Context: an optimization exercise on an open-source flow, tuned for small area, a short achievable clock period and few clock cycles per item. The choices shown serve that exercise and are no tape-out recipe.
Only simulation tests tie the RTL to the original design; equivalence was not proved.
No activity file was given, so power comes from the tool's default toggle rates.

[flow/design.v]
module fifo	
#(								  	
parameter WIDTH = 8
)
(                               
input  wire        CLK,         
input  wire        RST,         							
input  wire              FI_STB,      
input  wire  [WIDTH-1:0] FI_DAT,      
output wire              FI_BSY,                           
output wire              FO_STB,      
input  wire              FO_ACK,      
output wire  [WIDTH-1:0] FO_DAT    
);                              
reg   [WIDTH-1:0] ff_dat [0:15];
reg   [3:0] ff_sel;
wire		ff_in_busy;
reg         ff_out_stb;
integer     ff_state;
assign FI_BSY     = ff_in_busy;
assign FO_STB     = ff_out_stb;
assign ff_in_busy = (ff_state==4);
always @(posedge CLK or posedge RST)
 if(RST) 
    begin
		ff_state     <= 0;
		ff_sel       <= 4'hF;
		ff_out_stb   <= 1'b0;
	end	
 else casex(ff_state)
0:  begin
	 ff_sel      <=                  4'hF;
	 ff_out_stb  <=                  1'b0;
	 ff_state    <=                     1;
    end
1: if(FI_STB) 		  
	begin
	 ff_sel      <=         ff_sel + 1'b1;
	 ff_out_stb  <=                  1'b1;
	 ff_state    <=                     2;
    end
2: if(FI_STB && FO_ACK) 		  
	begin
	 ff_sel      <=                ff_sel;
	 ff_out_stb  <=                  1'b1;
	 ff_state    <=                     2;
    end
   else if(FI_STB)	
	begin
	 ff_sel      <=         ff_sel + 1'b1;
	 ff_out_stb  <=                  1'b1;
	 ff_state    <=                     3;
    end
   else if(FO_ACK)	
	begin
	 ff_sel      <=         ff_sel - 1'b1;
	 ff_out_stb  <=                  1'b0;
	 ff_state    <=                     1;
    end
3: if(FI_STB && FO_ACK) 		  
	begin
	 ff_sel      <=                ff_sel;
	 ff_out_stb  <=                  1'b1;
	 ff_state    <=                     3;
    end
   else if(FI_STB)	
	begin
	 ff_sel      <=         ff_sel + 1'b1;
	 ff_out_stb  <=                  1'b1;
	 ff_state    <= (ff_sel>=14)? 4:3;
    end
   else if(FO_ACK)	
	begin
	 ff_sel      <=         ff_sel - 1'b1;
	 ff_out_stb  <=                  1'b1;
	 ff_state    <= (ff_sel<=1)?      2:3;
    end
4: if(FI_STB && FO_ACK) 		  
	begin
	 ff_sel      <=                ff_sel;
	 ff_out_stb  <=                  1'b1;
	 ff_state    <=                     4;
    end
   else if(FO_ACK)	
	begin
	 ff_sel      <=         ff_sel - 1'b1;
	 ff_out_stb  <=                  1'b1;
	 ff_state    <= (ff_sel>=14)? 4:3;
    end
default: ff_state <= 0;
endcase
always @(posedge CLK)
 if(FI_STB & ~ff_in_busy) begin 
	                   ff_dat[4'h0] <= FI_DAT;
	                   ff_dat[4'h1] <= ff_dat[4'h0];
	                   ff_dat[4'h2] <= ff_dat[4'h1];
	                   ff_dat[4'h3] <= ff_dat[4'h2];
	                   ff_dat[4'h4] <= ff_dat[4'h3];
	                   ff_dat[4'h5] <= ff_dat[4'h4];
	                   ff_dat[4'h6] <= ff_dat[4'h5];
	                   ff_dat[4'h7] <= ff_dat[4'h6];
	                   ff_dat[4'h8] <= ff_dat[4'h7];
	                   ff_dat[4'h9] <= ff_dat[4'h8];
	                   ff_dat[4'hA] <= ff_dat[4'h9];
	                   ff_dat[4'hB] <= ff_dat[4'hA];
	                   ff_dat[4'hC] <= ff_dat[4'hB];
	                   ff_dat[4'hD] <= ff_dat[4'hC];
	                   ff_dat[4'hE] <= ff_dat[4'hD];
	                   ff_dat[4'hF] <= ff_dat[4'hE];
                      end					   
assign                FO_DAT = ff_dat[ff_sel];
endmodule
module stack
(
	input	wire				CLK,
	input	wire				RST,
	input	wire				PUSH_STB,
	input	wire [31:0]	PUSH_DAT,
	output	wire				PUSH_ACK,
	output	wire				POP_STB,
	output	wire [31:0]	POP_DAT,
	input	wire				POP_ACK
);
reg	[4:0] push_ptr;
reg [31:0]	RAM[0:15];
wire full	= push_ptr[4];
always@(posedge CLK or posedge RST)
	if(RST)
	begin
	push_ptr <= 4'h0;
	end
  else if(PUSH_STB & ~full) 
	begin
	push_ptr <= push_ptr + 4'd1;
	RAM[push_ptr] <= PUSH_DAT;
	end
  else if(POP_STB)
	begin
	push_ptr <= push_ptr - 4'd1;
	end
assign POP_STB		=	POP_ACK;
assign	POP_DAT		=	RAM[push_ptr-1];
assign	PUSH_ACK	=	PUSH_STB & ~full;
endmodule
module M1_ONP(
    input clk, rst,
    input [3:0] in_data,             
    input wr_data,                  
    input rd_data_fifo,             
    output wire ready_fifo,
    output wire [3:0] o_data_fifo
    );
    parameter addition  = 4'hA;          
    parameter subtraction  = 4'hB;        
    parameter multiplication  = 4'hC;           
    parameter equal  = 4'hD;            
    parameter left_bracket  = 4'hE;        
    parameter right_bracket  = 4'hF;       
    parameter idle = 3'd0, out_queue = 3'd1, stack_queue = 3'd2, push_stack = 3'd3, pop_stack = 3'd4; 
    reg [3:0] counter;                    
    reg [2:0] state;  
    reg [2:0] next_state;
	reg [3:0] dane;
    reg [3:0] stos [0:15];
    reg wr_fifo;
    reg [3:0] dane_fifo;
    wire we_fifo_ready;
    reg we_fifo_rd;
    wire [3:0] we_fifo_data;
    reg brackets;    
    always@(posedge clk or posedge rst) begin
        if (rst)
            brackets = 0;
        else if (we_fifo_rd && dane == right_bracket)    
            brackets = 1;
        else if (state == pop_stack)
                if (stos[counter-1] == left_bracket)    
                    brackets = 0;                     
     end
    wire pop_stack_operator = (brackets) || ( 
                                (counter > 0) && ( stos[counter-1] !=left_bracket) && (stos[counter-1][3:1] >= dane[3:1] &&  (dane >= addition || dane <= multiplication) ||  
                                (dane == equal)));
    always@(posedge clk or posedge rst) begin
        if (rst)
            state <= idle;
        else
            state <= next_state;
    end
    always@(posedge clk or posedge rst) begin
        if (rst)
            counter <= 4'd0;
        else
            if (state == push_stack)
                counter <= counter + 1;
            else if(state == pop_stack)
                counter <= counter - 1;
    end
    integer k;   
    always@(posedge clk or posedge rst) begin
        if (rst)
            for(k = 0; k < 16 ; k = k+1)
                stos[k] <= 0;
        else if (state == push_stack) 
            stos[counter] <= dane;
    end
    always@* begin
        case (state)
            idle : 
                if (we_fifo_rd)
                    if (dane < 4'hA)
                        next_state = out_queue;                 
                    else
                        next_state = stack_queue;               
                else
                    next_state = idle;
            out_queue :
                next_state = idle;
            stack_queue :
                if (pop_stack_operator) 
                    next_state = pop_stack;
                else
                    if (dane == equal)
                        next_state = out_queue;
                    else
                        next_state = push_stack;
            push_stack :
                next_state = idle;
            pop_stack :
                if (stos[counter-1] == left_bracket)
                    next_state = idle;
                else
                    next_state = stack_queue;
            default : next_state = idle;
        endcase
    end
    always @(posedge clk or posedge rst) begin
        if (rst)
            wr_fifo <= 0;
        else if (state==out_queue) begin
            dane_fifo <= dane;
            wr_fifo <= 1;
        end
        else if (state==pop_stack) begin
            if (stos[counter-1] != left_bracket) begin
                dane_fifo <= stos[counter-1];
                wr_fifo <= 1;
            end
        end
        else
            wr_fifo <= 0;
    end
    always@(posedge clk or posedge rst) begin
        if (rst) 
            we_fifo_rd <= 0;
        else if (state == idle && next_state == idle && we_fifo_ready) begin
            we_fifo_rd <= 1;
            dane <= we_fifo_data;
        end
        else
            we_fifo_rd <= 0;
    end
fifo 
    #(								  
     .WIDTH(4)
    ) 
    FIFO_WE (
     .CLK(clk),
     .RST(rst),
     .FI_STB(wr_data),
     .FI_DAT(in_data),
     .FI_BSY(),
     .FO_STB(we_fifo_ready),
     .FO_ACK(we_fifo_rd),
     .FO_DAT(we_fifo_data)
    );
fifo 
    #(								  
     .WIDTH(4)
    ) 
    FIFO_WY (
     .CLK(clk),
     .RST(rst),
     .FI_STB(wr_fifo),
     .FI_DAT(dane_fifo),
     .FI_BSY(),
     .FO_STB(ready_fifo),
     .FO_ACK(rd_data_fifo),
     .FO_DAT(o_data_fifo)
    );
endmodule
module M2_ALU(
    input  clk, rst,
    input wire [3:0] i_data,                 
    input wire i_data_ready,                 
    output wire ack_data,                    
    output signed[31:0] o_result,
    output o_result_ready
    );
    parameter addition  = 4'hA;          
    parameter subtraction  = 4'hB;        
    parameter multiplication  = 4'hC;           
    parameter equal  = 4'hD;            
    reg [3:0] actual_operator; 
    reg push_stb_stack ;
	reg pop_ack_stack;
    reg [31:0] push_data_stack;
    wire push_ack_stack;
    wire pop_stb_stack;
    wire [31:0] pop_data_stack;
    parameter sprawdzenie = 3'd0, push_stack = 3'd1, push_stack_ready = 3'd2, pop_stack = 3'd3, pop_stack_ready = 3'd4, calculate = 3'd5;
    reg [2:0] state ;
    reg [2:0] next_state ;
    parameter POP_RESULT = 2'd1, POP_DATA = 2'd2;
    reg [1:0] POP_TYPE;     
    reg [1:0] COUNTER ;
    reg wynik_gotowy; 
    reg signed [31:0] data_a_q, data_b;
    wire signed [31:0] data_a;
    reg signed [31:0] wynik ;
    assign o_result = data_a;
    assign o_result_ready = wynik_gotowy;
    always@(posedge clk or posedge rst) begin
        if (rst)
            state <= sprawdzenie;
        else
            state <= next_state;
    end
    reg ack_fifo; 
    assign ack_data = ack_fifo;
    always@(posedge clk or posedge rst) begin
        if (rst) 
            ack_fifo <= 0;
        else if (state == sprawdzenie && i_data_ready)
            ack_fifo <= 1;
        else
            ack_fifo <= 0;
    end
    always@(posedge clk or posedge rst) begin
        if (rst) begin
            actual_operator <= 4'd0;
            POP_TYPE <= 2'd0;
        end
        else if (state == sprawdzenie && i_data_ready) begin
            if (i_data < addition)
                ;
            else if (i_data < equal) begin
                actual_operator <= i_data;
                POP_TYPE <= POP_DATA;
            end
            else if (i_data == equal)
                POP_TYPE <= POP_RESULT;
        end
    end
    always@* begin
        next_state = state;
        wynik_gotowy = 0;
        case (state)
            sprawdzenie : begin
                if (i_data_ready) begin
                    if (i_data < addition)                       
                        next_state = push_stack;
                    else if ( i_data < equal )begin             
                        next_state = pop_stack;
                    end
                    else if (i_data == equal) begin             
                        next_state = pop_stack;
                    end
                end
            end
            pop_stack :
                next_state = pop_stack_ready;
            pop_stack_ready :
                if (pop_stb_stack)begin                             
                    if (COUNTER == POP_TYPE) begin                  
                        if (POP_TYPE == POP_DATA)                  
                            next_state = calculate;
                        else begin                                
                            wynik_gotowy = 1;
                            next_state = sprawdzenie;
                        end
                    end
                    else
                        next_state = pop_stack;
                end
            push_stack :
                    next_state = push_stack_ready;
            push_stack_ready :
                if (push_ack_stack)
                    next_state = sprawdzenie;
           calculate :
                next_state = push_stack;
            default :
                next_state = sprawdzenie;
        endcase
    end
    always@(posedge clk or posedge rst) begin
        if (rst)
            push_stb_stack <= 0;
        else if (state == push_stack)
            push_stb_stack <= 1;
        else
            push_stb_stack <= 0;
    end
    always@(posedge clk or posedge rst) begin
        if (rst) begin
            COUNTER <= 0;
            pop_ack_stack <= 0;
        end 
        else if (state == pop_stack || state == pop_stack_ready) begin
            if (state == pop_stack) begin
                COUNTER <= COUNTER + 1;
                pop_ack_stack <= 1;
            end
            else
                pop_ack_stack <= 0;
        end
        else begin
            COUNTER <= 0;
            pop_ack_stack <= 0;
        end
    end
    always@(posedge clk) begin
        if (COUNTER == 2'd1 && pop_ack_stack)
            data_a_q <= pop_data_stack;
        else if (COUNTER == 2'd2 && pop_ack_stack) 
            data_b <= pop_data_stack;
    end
    assign data_a = (COUNTER == 2'd1 && pop_ack_stack) ? pop_data_stack : data_a_q;
    always@* begin
        case (actual_operator)
            addition:
                wynik = data_b + data_a_q;
            subtraction :
                wynik = data_b - data_a_q;
            multiplication :
                wynik = data_b * data_a_q;
            default :
                wynik = 0;
        endcase
    end
    always@(posedge clk) begin
        if ( state == sprawdzenie)            
            push_data_stack <= i_data;
        else if ( state == calculate)        
            push_data_stack <= wynik;
     end
    stack stack_inst
        (
         .CLK(clk),
         .RST(rst),
         .PUSH_STB(push_stb_stack),
         .PUSH_DAT(push_data_stack),
         .PUSH_ACK(push_ack_stack),
         .POP_STB(pop_stb_stack),
         .POP_DAT(pop_data_stack),
         .POP_ACK(pop_ack_stack)
        );
endmodule
module onp_calc(
    input clk,
    input rst,
    input [3:0] in_data,
    input wr_data,
    output [31:0] result,
    output result_ready
    );
    wire ready_fifo;
    wire [3:0] onp_data;
    wire rd_data_fifo;
    M1_ONP M1
        (.clk(clk),
         .rst(rst),
         .in_data(in_data),
         .wr_data(wr_data),
         .rd_data_fifo(rd_data_fifo),
         .ready_fifo(ready_fifo),
         .o_data_fifo(onp_data)
        );
    M2_ALU M2
        (.clk(clk),
         .rst(rst),
         .i_data(onp_data),
         .i_data_ready(ready_fifo),
         .ack_data(rd_data_fifo),
         .o_result(result),
         .o_result_ready(result_ready)
        );
endmodule
[flow/run.sh]
#!/bin/bash
# synth_recipe.tcl (not shown) runs the flow's synth.tcl, then flattens the netlist and writes it again
# the make line also repeats each setting of config.mk as NAME=value (left out here)
make -C /OpenROAD-flow-scripts/flow DESIGN_CONFIG=/design/flow/config.mk WORK_HOME=/design/flow/orfs CLKGATE_MAP_FILE= SYNTH_SCRIPT=/design/flow/synth_recipe.tcl finish
[flow/config.mk]
export PLATFORM = sky130hd
export DESIGN_NAME = onp_calc
export DESIGN_NICKNAME = onp_calc
export VERILOG_FILES = /design/flow/design.v
export SDC_FILE = /design/flow/constraint.sdc
export NUM_CORES = 4
export LEC_CHECK = 0
export CAP_MARGIN = 20
export CORE_MARGIN = 2
export CORE_UTILIZATION = 40
export SLEW_MARGIN = 20
[flow/constraint.sdc]
create_clock -name core_clock -period 9.0 [get_ports {clk}]
set_input_delay 1.8000 -clock core_clock [delete_from_list [all_inputs] [get_ports {clk}]]
set_output_delay 1.8000 -clock core_clock [all_outputs]
set_load 0.01 [all_outputs]
==> run notes <==
* Status: no timing/DRC/antenna violations
* EDFF count, synth at ~680
* Post-synth ARST share at 12.8%
* Total gr overflow at 0
* RSZ-0062 raised after global routing: false
* Most area-consuming cells after synthesis: edfxtp_1 (40%), fa_1 (16%), ha_1 (5.0%)
* Tcrit/Tclk final at a little over four fifths
* Root Buffer: clkbuf_16
* Std-Cell Rows at 131
* Synth cell count leaders: edfxtp_1 (684), inv_1 (462), fa_1 (410), and2_1 (360), nand2_1 (299)
* Setup crit end kind: flop
* Port Buffer Count at 39
* Hold WC Path Type: reg2reg
* Top-count cell post-synth: edfxtp_1
* Vias in the first global route at roughly 34000
* Post-Syn Nets at between 4000 and 5000
* Fin Setup TNS at 0 ps
* Layout area overhead at 10.5%
* Main flop type after synthesis: edfxtp_1
* Routed wire length at approximately 140000 µm
* Post-Syn Area at about 51000 µm²
* Reg2Reg Depth at 21
* Drt first pass iters at 5
* CP cell instances: buf_4 > and2_1 > fa_1 > fa_1 > fa_1 > inv_1 > fa_1 > inv_1 > fa_1 > fa_1 > fa_1 > fa_1 > ha_1 > a21oi_1 > o21bai_1 > a21oi_1 > nor4b_1 > o31ai_1 > a31oi_1 > xor2_1 > o21ai_1
* HPWL after DPL at around 93000 µm
* Layout Nets at between 4000 and 5000
* Seq/Total Area, Yosys at a little under half
* CTS tree: done
* Drc violations at 0
* Most used cell, CP: fa_1
* Final instance area at roughly 57000 µm²
* Maximum root-to-sink buffer count at 3
* Dpl ws at between 1000 and 1500 ps
* Flip-flop and latch count after synthesis at between 800 and 900
* CP required at roughly 9500 ps
* Clock latency (worst-skew pair) at approximately 650 ps
* Pin count of the biggest net entering global routing at 65
* Final Hold Viols at 0
* Clock sink count at between 800 and 900
* Crit path largest cell delay at between 800 and 900 ps
* Share of layout cells above drive strength 1 at just under 9%
* Total CTS buffers at 88
* Die Y-Extent at roughly 360 µm
* First-pass GRT wire length at around 220000 µm
* Crit Path Max Fanout at 20
* Synthesized area per cell at 12.1 µm²
* Avg WL per Cell at around 24 µm
* Post-CTS Resized at 0
* Slew HR at a little under a third
* CP max-delay cell: dfxtp_1
* Max Cap Viol at 0
* Die X at roughly 360 µm
* Vias per cell at ~5.6
* Core ar. at between 100000 and 150000 µm²
* Dpl cell area at 53800 µm²
* Crit path launch type: flop
* Warnings, synthesis at 7
* Critical Path AT at 8120 ps
* Pleak at ~0.023 µW
* Postcts setup bufs at 0
* CTS clk-pin slew, worst paths at 70 ps
* Die area at between 100000 and 150000 µm²
* Starting Density at ~40%
* Critical path class: reg2reg
* Maximum vdd drop at ~0.00017 V
* ANT nets after route at 0
* Initial DRC count at 3558
* Setup violations, final at 0
* Pins Over Slew Limit at 0
* Htree depth at 3
* Cell taking the most area after synthesis: edfxtp_1
* Final Skew at ~23 ps
* Cells after Synth at roughly 4300
* I/O pins at 40
* GP Congestion at 0.890
* GRT Util Overall at a little over a fifth
* Max Clk Rate at 0.131 GHz
* Post-layout min period at ~7600 ps
* Actual slew at the worst max-slew pin at about 1000 ps
* Final WS setup at around 1400 ps
* Hold-fix buffers, CTS at 0
* Hold path depth at 0
* Synth top area share at 39.9%
* Pwr Density at 312 nW/µm²
* Vias at between 30000 and 40000
* Distinct cells, synth at a little over 90
* Initial antenna violation count at 5
## worst max-delay path, delay by kind of cell (launching register included)
kind                     cells  cell delay (ps)
AND/OR/NAND/NOR              2              580
XOR/XNOR                     1              200
flip-flops                   1              890
buffers and inverters        3              400
AO/OA/AOI/OAI                6             1130
adder cells (fa/ha/maj)      9             4270
## registers in the layout (all words and copies together), names as in the netlist, 5 cells and up
register                count
M2.stack_inst.RAM         512
M2.data_a_q                32
M1.FIFO_WY.ff_dat          64
M2.data_b                  32
M2.stack_inst.push_ptr      5
M1.stos                    64
M2.push_data_stack         32
M1.FIFO_WE.ff_dat          64
## layout make-up
type	instances	area, µm²
antenna	2	5.00
clock buffer	111	2430
clock inverter	46	534
fill	11600	70700
inverter	462	1740
multi-input combinational	2699	24500
sequential	853	24500
tap	1662	2080
timing repair buffer	121	1010
## stage by stage
step,utilization [%],power (µW),hold slack (ps),std cells
floorplan,-,11100,400,4256
global placement,42.2,13800,403,5797
detailed placement,42.2,13800,405,5797
CTS,44.5,17700,419,5954
global route,44.5,18800,429,5954
finish,44.5,17700,417,5956
## worst paths after layout
| kind | startpoint | end | slack [ps] |
|---|---|---|---|
| worst max-delay path | M2.data_a_q[6] | M2.push_data_stack[30] | 1390 |
| worst min-delay path | M1.dane_fifo[1] | M1.FIFO_WY.ff_dat[0][1] | 420 |
| worst max register to register | M2.data_a_q[6] | M2.push_data_stack[30] | 1390 |
| worst min register to register | M1.dane_fifo[1] | M1.FIFO_WY.ff_dat[0][1] | 420 |
| max in group asynchronous | rst | M1.stos[10][0] | 5980 |
| min in group asynchronous | rst | M1.counter[2] | 1650 |
## power by group
group	internal (µW)	total, µW	switching [µW]	leakage, µW
Sequential	4820	5420	599	0.00811
Combinational	3370	8550	5170	0.0129
Clock	2180	3760	1570	0.00145
Total	10400	17700	7340	0.0225
## cells in the final DEF, fill, tap and decap left out, types with 91 or more instances in the layout
cell type	n
nor2_1	130
clkbuf_16	91
inv_1	461
edfxtp_1	684
a22oi_1	204
mux2_2	92
nand2_1	298
ha_1	207
dfrtp_1	101
xnor2_1	109
fa_1	410
and2_1	360
a21oi_1	152
## logic make-up after synthesis
logic type	share of synthesized area [%]
AOI/OAI and AO/OA	10.6
xor gates and xnor gates	2.55
adders and majority gates	21.0
buffers and inverters	5.18
DFF	47.6
muxes	2.45
and+or+nand+nor	10.6
## layer usage
layer  vias up  track usage (%)  share of wire [%]
met3       232             3.25                6.9
met5         -                0              0.016
li1      14800                -                  -
met2      1226             34.7                 46
met4         4             6.13                2.7
met1     17300             31.1                 44
Testbench counts, summed over its fixed seeds: cycles 147,341, exprs 2,400.

-- port drivers added, routing unchanged --
No port has a modelled driver above. Below, the same layout with a new extraction and two added sets of constraints.
Step 1 sets driving cells, clkbuf_16 on the clock port and buf_2 on the other inputs (assumed; they add their load-dependent delay and slew).
Step 2 times the ports against the registers' clock, not the clock port: input delays grow and output delays shrink by t, the midpoint of the rising clock arrivals with the driver on.
a / b / c = ideal ports / drivers / drivers and shift; a / b = the first two.
t (ns): 0.700
slack for setup (ns): 1.387 / 1.387 / 1.387
hold WS [ns]: 0.417 / 0.417 / 0.417
worst setup path after step 2: register to register
slew at the worst register clock pin (ns): 0.07 / 0.07
After both steps setup and hold are still met in this run. The setup slack of this run moves by 0.000 ns with the drivers and by 0.000 ns with both steps.
